From an optimization exercise on the open Yosys and OpenROAD flow, aimed at small area; shortcuts taken in it are not production practice. In this exercise RTL edits were held to simulation tests only and were not proved equivalent to the original. No activity file was given, so power comes from the tool's default toggle rates.

==> quartz: inputs <==
## ntt_bf2x2_top
module ntt_bf2x2_top (
    input  wire         clk,
    input  wire         reset_n,
    input  wire         zeroize,
    input  wire [2:0]   mode,
    input  wire         enable,
    input  wire [183:0] uvw_i,
    input  wire [275:0] pw_uvw_i,
    input  wire         accumulate,
    output wire [91:0]  uv_o,
    output wire [91:0]  pwo_uv_o,
    output wire         ready_o
);
==> flow/config.mk <==
export PLATFORM = sky130hd
export DESIGN_NAME = ntt_bf2x2_top
export DESIGN_NICKNAME = ntt_bf2x2_top
export VERILOG_FILES = /design/flow/design.v
export SDC_FILE = /design/flow/constraint.sdc
export NUM_CORES = 4
export LEC_CHECK = 0
export CAP_MARGIN = 30
export CORE_MARGIN = 2
export CORE_UTILIZATION = 70
export CTS_CLUSTER_DIAMETER = 80
export CTS_CLUSTER_SIZE = 16
export PLACE_DENSITY = 0.85
export SLEW_MARGIN = 30
export SYNTH_HIERARCHICAL = 1
==> flow/constraint.sdc <==
create_clock -name core_clock -period 11.0 [get_ports {clk}]
set_input_delay 2.2000 -clock core_clock [delete_from_list [all_inputs] [get_ports {clk}]]
set_output_delay 2.2000 -clock core_clock [all_outputs]
set_load 0.01 [all_outputs]
standard.sh (not shown) runs the stock make flow with config.mk's settings and CLKGATE_MAP_FILE= SYNTH_SCRIPT=/design/flow/synth_recipe.tcl, a recipe that flattens the netlist after the stock synthesis.
==> flow/flow/run.sh <==
#!/bin/bash
# The standard layout (the standard.sh, standard synthesis included), with
# two changes:
#  - the input and output ports are buffered with the smallest buffer cell
#    instead of the default delay-buffer cell (timing repair later resizes any
#    port buffer that needs more drive);
#  - clock tree synthesis clusters at most 16 registers within 80 um per
#    clkbuf_8 leaf buffer and inserts no dummy loads.
set -euo pipefail
export BUFFER_PORTS_ARGS="-buffer_cell sky130_fd_sc_hd__buf_1"
export CTS_ARGS="-sink_clustering_enable -repair_clock_nets -sink_clustering_size 16 -sink_clustering_max_diameter 80 -dont_use_dummy_load -buf_list sky130_fd_sc_hd__clkbuf_8"
# make's own output; each ORFS step also writes its full log under orfs/logs/
bash standard.sh > standard_make.log 2>&1
==> ember (differences from quartz) <==
--- a/flow/design.v
+++ b/flow/design.v
@@ -1734,15 +1734,15 @@
             ar_r  <= ar_s;
             sr_r  <= {~sr_s[23], sr_s[22:0]};
             h1 <= ar_h; h2 <= h1; h3 <= h2; h4 <= h3;
             xa <= ({23{sx_v}} & opv[g]) | ({23{sx_g}} & umv_h);
         end
         ntt_corr_sub u_cumv (.d(umv_r), .r(umv));
         ntt_corr_add u_car  (.s(ar_r), .r(ar));
-        ntt_corr_sub u_csr  (.d(sr_r), .r(sr));
+        assign sr  = corr_sub(sr_r);
         ntt_div2 u_har (.x(ar), .r(ar_h));
         ntt_div2 u_hum (.x(umv), .r(umv_h));
         ntt_mult_reduction u_mul (.clk(clk), .a_i(xa), .b_i(mul_b), .res_o(p4));
         assign u_o[g]  = ({23{ou_ar}} & ar) | ({23{ou_d4}} & h4) | ({23{ou_p4}} & p4) | ({23{ou_umv}} & umv);
         assign v_o[g]  = ({23{ov_sr}} & sr) | ({23{ov_p4}} & p4);
         assign pw_o[g] = {23{pwo_mode}} & u_o[g];
     end
==> comparison <==
Die area: ember is higher than quartz (0.37%). Final area is about the same in quartz and ember. Of quartz and ember, ember has the higher register-to-register slack (gap 80 ps). In sequential share of layout area, ember and quartz hardly differ. In ember the area after synthesis is higher than in quartz, by 0.37%.
==> figures <==
| quantity | quartz | ember |
|---|---|---|
| Run status | complete, no violations | complete, no violations |
| Clock-pin slew on the worst setup and hold paths | 100 ps | 110 ps |
| Number of detailed-routing iterations run before antenna repair | 30 | 10 |
| Worst hold margin | 271.9 ps | 263.2 ps |
| Reported sequential group power | 0.0116 W | 0.0118 W |
| Crit path required time | 11840 ps | 11850 ps |
| Fraction of area in multi-input gates | 59.11% | 59.68% |
| Total power consumption of the routed design | 0.04842 W | 0.05117 W |
| Worst hold start | u_bf2x2.w11_reg[79] | u_bf2x2.bf[1].h3[9] |
| Switching share of total power | 46.53% | 47.56% |
| Floorplan die area | 192500 sq um | 193200 sq um |
| Routed wire length | 428100 um | 430800 um |

static timing again, ports no longer ideal:
The flow's constraints put no driver on any port. The routed layouts listed below were extracted and timed again, unchanged, in two steps.
Step 1 sets driving cells, clkbuf_16 on the clock port and buf_2 on the other inputs (assumed; they add their load-dependent delay and slew).
Step 2, shift: input delay + t, output delay - t, t = (earliest + latest rising clock arrival at the registers) / 2. This alone moves slack from input paths to output paths.
a / b / c = ideal / step 1 / step 2; a / b = the first two.
run | t, ns | slack for setup (ns) | worst hold slack (ns) | cell pins on the clock port's net
quartz | 1.030 | 1.093 / 1.093 / 1.093 | 0.272 / 0.272 / 0.272 | 1
ember | 1.018 | 1.170 / 1.170 / 1.170 | 0.263 / 0.263 / 0.263 | 1
After both steps every run listed still meets setup and hold.
